What follows belongs to an exercise in optimizing a design on an open flow for small area; a production flow would make more cautious choices. Function was checked by simulation only, so behaviour that the tests miss may differ from the original. Power and IR drop assume default switching activity.

==> v2: inputs <==
Design flappy_core, start of the top module:
module flappy_core(
	input clk,                   
	input rst,                   
	input clrn,                  
	input tick,                  
	input ps2_clk,               
	input ps2_data,              
	input [11:0] back_data,      
	input [11:0] bird_data,      
	output [18:0] rom_addr,      
	output hs,                   
	output vs,                   
	output [3:0] r,              
	output [3:0] g,              
	output [3:0] b,              
	output death,                
	output [11:0] wintime        
    );
Settings: LEC_CHECK=0, CAP_MARGIN=20, CORE_MARGIN=2, CORE_UTILIZATION=40, SLEW_MARGIN=20; clock period 10.0 ns.
run.sh (not shown) runs the stock make flow with config.mk's settings and CLKGATE_MAP_FILE= SYNTH_SCRIPT=/design/flow/synth_recipe.tcl, a recipe that flattens the netlist after the stock synthesis.
==> inputs of v33, as changes to v2 <==
==> flow/design.v (replaced) <==
`timescale 1ns / 1ps
module flappy_core(
	input clk,                   
	input rst,                   
	input clrn,                  
	input tick,                  
	input ps2_clk,               
	input ps2_data,              
	input [11:0] back_data,      
	input [11:0] bird_data,      
	output [18:0] rom_addr,      
	output hs,                   
	output vs,                   
	output [3:0] r,              
	output [3:0] g,              
	output [3:0] b,              
	output death,                
	output [11:0] wintime        
    );
	wire [8:0] vga_row;
	wire [9:0] vga_col;
	wire [11:0] vga_data;
	wire kw, ks, ka, kp;
	pic outpic(
		.clk(clk), .rst(rst), .tick(tick), .clrn(clrn), .rowaddr(vga_row), .coladdr(vga_col),
		.kw(kw), .ks(ks), .ka(ka), .kp(kp),
		.bird(bird_data), .back(back_data), .romaddr(rom_addr),
		.outRGB(vga_data), .death(death), .wintime(wintime)
	);
	vgac forvga(
		.vga_clk(clk), .rst(rst), .d_in(vga_data), .row_addr(vga_row), .col_addr(vga_col),
		.r(r), .g(g), .b(b), .hs(hs), .vs(vs)
	);
	ps2_ver2 outkey(
		.clk(clk), .rst(rst), .ps2_clk(ps2_clk), .ps2_data(ps2_data),
		.kw(kw), .ks(ks), .ka(ka), .kp(kp)
	);
endmodule
`timescale 1ns / 1ps
module pic(
	input clk,
	input rst,
	input tick,
	input clrn,
	input [8:0] rowaddr,
	input [9:0] coladdr,
	input kw, ks, ka, kp,
	input [11:0] bird,
	input [11:0] back,
	output reg [18:0] romaddr,
	output reg [11:0] outRGB,
	output reg death,
	output reg [11:0] wintime
);
	reg [8:0]  by;        
	reg [10:0] mp;        
	reg jr, jp;           
	reg isbird;
	reg ff;               
	wire clr = !clrn || jr;
	always @(posedge clk) begin
		if (rst) begin
			by <= 9'd0;
			mp <= 11'd0;
		end else if (tick) begin : step
			reg [8:0] y;
			y = (by == 9'd450) ? 9'd0 : by + {8'd0, !jp};
			if (kw && y >= 9'd10) y = y - 9'd3;
			by <= clr ? 9'd200 : y;
			mp <= clr ? 11'd0 : (mp == 11'd1920) ? 11'd0 : mp + {10'd0, !jp};
		end
	end
	always @(posedge clk) outRGB <= isbird ? bird : back;
	wire [11:0] S = {2'b0, coladdr} + {1'b0, mp};
	wire [1:0] j = (S < 12'd640) ? 2'd0 : (S < 12'd1280) ? 2'd1 : (S < 12'd1920) ? 2'd2 : 2'd3;
	wire [9:0] xg = S - {j, 7'd0} * 12'd5;
	wire c32 = (coladdr < 10'd32);
	wire in_a = (j == 2'd2) ? (xg >= 10'd120 && xg <= 10'd195) :
	            (j == 2'd1) ? (xg >= 10'd110 && xg <= 10'd200) :
	                          (xg >= 10'd120 && xg <= 10'd195);
	wire y_a  = (j == 2'd2) ? (by >= 9'd330 || by <= 9'd278) :
	            (j == 2'd1) ? (by >= 9'd150 || by <= 9'd98) :
	                          (by >= 9'd250 || by <= 9'd198);
	wire in_b = (j == 2'd0 || j == 2'd3) ? (xg >= 10'd440 && xg <= 10'd520) : ff;
	wire y_b  = (j == 2'd2) ? (by >= 9'd370 || by <= 9'd318) :
	            (j == 2'd1) ? (by >= 9'd110 || by <= 9'd58) :
	                          (by >= 9'd310 || by <= 9'd238);
	wire hit = c32 && ((in_a && y_a) || (in_b && y_b));
	wire jd = death || hit;
	wire sc = c32 && !jd && rowaddr == 9'd1 && (xg == 10'd200 || xg == 10'd520);
	wire clear = ks || !clrn;
	always @(posedge clk) begin
		if (rst) begin
			death <= 1'b0;
			wintime <= 12'd0;
			jr <= 1'b0;
			jp <= 1'b0;
		end else begin
			death <= clear ? 1'b0 : jd;
			wintime <= clear ? 12'd0 : wintime + {11'd0, sc};
			jr <= ka ? 1'b0 : (!clrn ? 1'b1 : jr);
			jp <= jp ^ kp;
		end
	end
	wire game = !jr && !death;
	wire [9:0] D = {1'b0, rowaddr} - {1'b0, by};
	wire birdpix = game && coladdr <= 10'd32 && D[9:5] == 5'd0 && bird != 12'hcc4;
	wire [9:0] src = game ? xg : coladdr;
	wire [2:0] k = jr ? 3'd4 : death ? 3'd3 : (j == 2'd3) ? 3'd0 : {1'b0, j};
	wire [9:0] T = {1'b0, src[9:1]} + {8'd0, !jr && death, 1'b0};
	wire [18:0] A = {rowaddr[8:1], 8'd0} + {rowaddr[8:1], 6'd0} + k * 19'd76800 + {9'd0, T};
	always @(posedge clk) begin
		if (rst) begin
			romaddr <= 19'd0;
		end else if (birdpix) begin
			romaddr[9:0] <= {D[4:0], coladdr[4:0]};
		end else begin
			romaddr <= A;
		end
	end
	always @(posedge clk) begin
		if (birdpix) begin
			isbird <= 1'b1;
		end else begin
			if (game) isbird <= 1'b0;
			ff <= (src >= 10'd440 && src <= 10'd520);
		end
	end
endmodule
`timescale 1ns / 1ps
module vgac(
	input            vga_clk,
	input            rst,
	input     [11:0] d_in,
	output     [8:0] row_addr,
	output reg [9:0] col_addr,
	output reg [3:0] r, g, b,
	output           hs, vs
);
	reg [9:0] row;
	reg first;                  
	always @(posedge vga_clk) first <= rst;
	wire eol = (col_addr == 10'd646);
	always @(posedge vga_clk) begin
		if (rst) begin
			col_addr <= 10'd871;
			row      <= 10'd989;
		end else begin
			if (!first) col_addr <= eol ? 10'd871 : col_addr + 10'd1;
			if (eol)
				row <= (row == 10'd489) ? 10'd989 : row + 10'd1;
		end
	end
	assign row_addr = row[8:0];
	assign hs = !(col_addr >= 10'd871 && col_addr <= 10'd966);
	assign vs = !(row == 10'd989 || row == 10'd990);
	wire rdn = !((col_addr >= 10'd1014 || col_addr <= 10'd629) && row <= 10'd479);
	always @(posedge vga_clk) begin
		r <= rdn ? 4'h0 : d_in[3:0];
		g <= rdn ? 4'h0 : d_in[7:4];
		b <= rdn ? 4'h0 : d_in[11:8];
	end
endmodule
`timescale 1ns / 1ps
module ps2_ver2(
	input clk,
	input rst,
	input ps2_clk,
	input ps2_data,
	output reg kw, ks, ka, kp
);
	reg [3:0] f;
	always @(posedge clk) begin
		if (rst) f <= 4'd0;
		else     f <= {f[2:0], ps2_clk};
	end
	wire ne = !f[0] & !f[1] & f[2] & f[3];
	reg [3:0] num;
	always @(posedge clk) begin
		if (rst)              num <= 4'd0;
		else if (num == 4'd11) num <= 4'd0;
		else if (ne)           num <= num + 4'd1;
	end
	reg ne1;
	always @(posedge clk) ne1 <= ne;
	reg [7:0] temp;
	always @(posedge clk) begin
		if (ne1 && num >= 4'd2 && num <= 4'd9)
			temp <= {ps2_data, temp[7:1]};
	end
	reg brk, ext;
	always @(posedge clk) begin
		if (rst) begin
			brk <= 1'b0; ext <= 1'b0;
			kw <= 1'b0; ks <= 1'b0; ka <= 1'b0; kp <= 1'b0;
		end else if (num == 4'd11) begin
			if (temp == 8'hE0) ext <= 1'b1;
			else if (temp == 8'hF0) brk <= 1'b1;
			else begin
				kw <= !ext && !brk && temp == 8'h1D;
				ks <= !ext && !brk && temp == 8'h1B;
				ka <= !ext && !brk && temp == 8'h1C;
				kp <= !ext && !brk && temp == 8'h4D;
				ext <= 1'b0; brk <= 1'b0;
			end
		end
	end
endmodule
==> inputs of v32, as changes to v2 <==
--- a/flow/design.v
+++ b/flow/design.v
@@ -19,19 +19,20 @@
     );
 	wire [8:0] vga_row;
 	wire [9:0] vga_col;
 	wire [11:0] vga_data;
 	wire kw, ks, ka, kp;
+	wire vis;
 	pic outpic(
 		.clk(clk), .rst(rst), .tick(tick), .clrn(clrn), .rowaddr(vga_row), .coladdr(vga_col),
 		.kw(kw), .ks(ks), .ka(ka), .kp(kp),
-		.bird(bird_data), .back(back_data), .romaddr(rom_addr),
+		.bird(bird_data), .back(back_data), .vis(vis), .romaddr(rom_addr),
 		.outRGB(vga_data), .death(death), .wintime(wintime)
 	);
 	vgac forvga(
 		.vga_clk(clk), .rst(rst), .d_in(vga_data), .row_addr(vga_row), .col_addr(vga_col),
-		.r(r), .g(g), .b(b), .hs(hs), .vs(vs)
+		.r(r), .g(g), .b(b), .hs(hs), .vs(vs), .vis(vis)
 	);
 	ps2_ver2 outkey(
 		.clk(clk), .rst(rst), .ps2_clk(ps2_clk), .ps2_data(ps2_data),
 		.kw(kw), .ks(ks), .ka(ka), .kp(kp)
 	);
@@ -45,10 +46,11 @@
 	input [8:0] rowaddr,
 	input [9:0] coladdr,
 	input kw, ks, ka, kp,
 	input [11:0] bird,
 	input [11:0] back,
+	input vis,
 	output reg [18:0] romaddr,
 	output reg [11:0] outRGB,
 	output reg death,
 	output reg [11:0] wintime
 );
@@ -89,11 +91,11 @@
 		end else if (tick) begin
 			by <= clr ? 9'd200 : by450 ? 9'd0 : byn;
 			mp <= (clr || mp1920) ? 11'd0 : mpn;
 		end
 	end
-	always @(posedge clk) outRGB <= isbird ? bird : back;
+	always @(posedge clk) outRGB <= !vis ? 12'd0 : isbird ? bird : back;
 	wire game = !jr && !death;
 	wire dm = !jr && death;
 	wire [10:0] M = dm ? 11'd4 : mp;
 	wire [11:0] S = radd({3'd0, coladdr}, {2'd0, M}, 1'b0);
 	wire ge640 = ge(S, 12'd640), ge1280 = ge(S, 12'd1280), ge1920 = ge(S, 12'd1920);
@@ -131,18 +133,17 @@
 			jp <= jp ^ kp;
 		end
 	end
 	wire [9:0] D = radd({4'd0, rowaddr}, ~{4'd0, by}, 1'b1);    
 	wire birdpix = game && coladdr <= 10'd32 && D[9:5] == 5'd0 && bird != 12'hcc4;
-	wire [9:0] fsrc = game ? xg : coladdr;               
-	wire [10:0] src = dm ? S[10:0] : {1'b0, fsrc};
+	wire [10:0] src = game ? {1'b0, xg} : jr ? {1'b0, coladdr} : S[10:0];
 	wire [2:0] k = jr ? 3'd4 : death ? 3'd3 : (j == 2'd3) ? 3'd0 : {1'b0, j};
 	wire [8:0] k75 = (k == 3'd1) ? 9'd75 : (k == 3'd2) ? 9'd150 : (k == 3'd3) ? 9'd225 : (k == 3'd4) ? 9'd300 : 9'd0;
 	wire [7:0] row2 = rowaddr[8:1];
 	wire [12:0] ahi = radd(radd({3'd0, row2, 2'd0}, {5'd0, row2}, 1'b0), {k75, src[10:7]}, 1'b0);
 	wire [18:0] A = {ahi, src[6:1]};
-	wire ff_n = ge({2'd0, fsrc}, 12'd440) && !ge({2'd0, fsrc}, 12'd521);
+	wire ff_n = game && x440_520;
 	always @(posedge clk) begin
 		if (rst) begin
 			romaddr <= 19'd0;
 		end else if (birdpix) begin
 			romaddr[9:0] <= {D[4:0], coladdr[4:0]};
@@ -165,11 +166,12 @@
 	input            rst,
 	input     [11:0] d_in,
 	output     [8:0] row_addr,
 	output reg [9:0] col_addr,
 	output reg [3:0] r, g, b,
-	output           hs, vs
+	output           hs, vs,
+	output           vis
 );
 	function automatic [9:0] inc10(input [9:0] x);
 		integer i; reg c;
 		begin
 			c = 1'b1;
@@ -201,17 +203,17 @@
 		end
 	end
 	assign row_addr = row[8:0];
 	assign hs = !(col_addr[9] && col_addr[8] && !ge({2'd0, col_addr[7:0]}, 10'd199));    
 	assign vs = !(row[9:2] == 8'd247 && row[0] != row[1]);         
-	wire rdh = !ge(col_addr, 10'd630) || ge(col_addr, 10'd1014);
+	wire rdh = !ge(col_addr, 10'd629) || ge(col_addr, 10'd1013);
 	wire rdv = !row[9] && !(row[8] && row[7] && row[6] && row[5]);            
-	wire rdn = !(rdh && rdv);
+	assign vis = rdh && rdv;
 	always @(posedge vga_clk) begin
-		r <= rdn ? 4'h0 : d_in[3:0];
-		g <= rdn ? 4'h0 : d_in[7:4];
-		b <= rdn ? 4'h0 : d_in[11:8];
+		r <= d_in[3:0];
+		g <= d_in[7:4];
+		b <= d_in[11:8];
 	end
 endmodule
 `timescale 1ns / 1ps
 module ps2_ver2(
 	input clk,
==> flow/flow/run.sh (new file) <==
#!/bin/bash
# Layout flow: the standard flow (standard.sh) with these changes:
#  - synthesis is the standard flow's (synth_recipe.tcl, registers mapped as in the
#    standard synthesis), but ABC maps the combinational logic with
#    flow/abc_area.script, an area-oriented script (see flow/synth_area.tcl),
#  - each port's buffer is the smallest buffer cell (buf_1),
#  - the clock tree uses clkbuf_4 (clkbuf_8 at the root) and no dummy loads,
#  - core utilisation 60 %, placement density 0.75,
#  - power recovery (downsizing of non-critical cells) after global routing.
# make's output goes to flow.log here; ORFS keeps each step's full log under
# orfs/logs/.
set -euo pipefail
export OWN_WORK="$PWD"
export OWN_ABC_SCRIPT="$PWD/flow/abc_area.script"
bash standard.sh \
  "SYNTH_SCRIPT=$PWD/flow/synth_area.tcl" \
  "BUFFER_PORTS_ARGS=-buffer_cell sky130_fd_sc_hd__buf_1" \
  "CTS_ARGS=-sink_clustering_enable -repair_clock_nets -root_buf sky130_fd_sc_hd__clkbuf_8 -buf_list sky130_fd_sc_hd__clkbuf_4 -dont_use_dummy_load" \
  CORE_UTILIZATION=60 PLACE_DENSITY=0.75 \
  RECOVER_POWER=100 MATCH_CELL_FOOTPRINT=0 \
  finish > flow.log 2>&1
==> flow/flow/abc_area.script (new file) <==
&get -n
&st
&dch
&nf -R 1000
&st
&syn2
&if -g -K 6
&synch2
&nf -R 1000
&st
&syn2
&if -g -K 6
&synch2
&nf -R 1000
&st
&syn2
&if -g -K 6
&synch2
&nf -R 1000
&st
&dch -f
&nf -a -R 1000
&put
topo
dnsize -c
==> flow/flow/synth_area.tcl (new file) <==
# The standard flow's synthesis (synth_recipe.tcl, unchanged) with one difference: ABC maps
# the combinational logic with flow/abc_area.script, an area-oriented script,
# instead of ORFS's abc_speed.script. Registers are mapped before ABC runs,
# so they are the standard synthesis's.
proc abc {args} {
  set i [lsearch -exact $args -script]
  if {$i >= 0} { lset args [expr {$i + 1}] $::env(OWN_ABC_SCRIPT) }
  yosys abc {*}$args
}
source $::env(OWN_WORK)/synth_recipe.tcl
==> flow/standard.sh (new file) <==
#!/bin/bash
# synth_recipe.tcl (not shown) runs the flow's synth.tcl, then flattens the netlist and writes it again
# the make line also repeats each setting of config.mk as NAME=value (left out here)
make -C /OpenROAD-flow-scripts/flow DESIGN_CONFIG=/design/flow/config.mk WORK_HOME=/design/flow/orfs CLKGATE_MAP_FILE= SYNTH_SCRIPT=/design/flow/synth_recipe.tcl "${@:-finish}"
removed: flow/run.sh
==> summary.md <==
| Metric | Value |
|---|---|
| Worst VDD drop | `~0.088 mV` |
| Critical Path RT | `approximately 10 ns` |
| Row cnt | `37` |
| Clock buf count | `17` |
| Max Cap Viol | `1` |
| Slowest stage delay, CP | `about 0.49 ns` |
| Die area | `approximately 0.012 mm2` |
| Clock skew | `around 0.025 ns` |
| Status | `complete, but fails checks` |
| Post-Layout Cell Count | `between 900 and 1k` |
| Power Density | `~110 mW/mm2` |
| Routed wire length | `about 14000 um` |
| P_clk | `between 200 and 250 uW` |
| Slew Viols, Final | `13` |
| Layout Check Fails | `capacitance limit, slew limit` |
# the run above: v32

==> summary.md <==
| Metric | Value |
|---|---|
| Status | `finished clean` |
| Clock buf count | `20` |
| Post-Layout Cell Count | `between 1k and 1.5k` |
| Max Cap Viol | `0` |
| Die area | `~0.021 mm2` |
| P_clk | `around 600 uW` |
| Critical Path RT | `~10 ns` |
| Row cnt | `between 50 and 60` |
| Routed wire length | `roughly 21000 um` |
| Clock skew | `0.0171 ns` |
# the run above: v33

==> summary.md <==
| Metric | Value |
|---|---|
| Clock skew | `around 0.011 ns` |
| Critical Path RT | `around 10 ns` |
| Clock buf count | `21` |
| Status | `finished clean` |
| Max Cap Viol | `0` |
| P_clk | `slightly above 700 uW` |
| Die area | `about 0.018 mm2` |
| Row cnt | `between 40 and 50` |
| Power Density | `152 mW/mm2` |
| Routed wire length | `16000 um` |
# the run above: v2

-- separate check: timing with driven ports --
The flow's constraints put no driver on any port. The routed layouts listed below were extracted and timed again, unchanged, in two steps. Step 1, drivers: a clkbuf_16 drives clk and a buf_2 each remaining input, both assumed. Step 2 moves the port delays by t, midway between the first and last clock arrival at a register: inputs arrive t later, outputs are due t later. That takes back most of the time a late clock gives input paths. a / b / c = no drivers / after step 1 / after step 2; a / b = the first two.
| run | t, ns | setup WS [ns] | worst setup path after step 2 | clock arrival spread, ns | cell pins on the clock port's net |
|---|---|---|---|---|---|
| v2 | 0.447 | 0.366 / 0.366 / 0.366 | register to register | 0.011 / 0.011 | 1 |
| v33 | 0.470 | 4.109 / 4.109 / 4.109 | register to register | 0.017 / 0.017 | 1 |
| v32 | 0.439 | 0.370 / 0.370 / 0.370 | register to register | 0.024 / 0.025 | 1 |
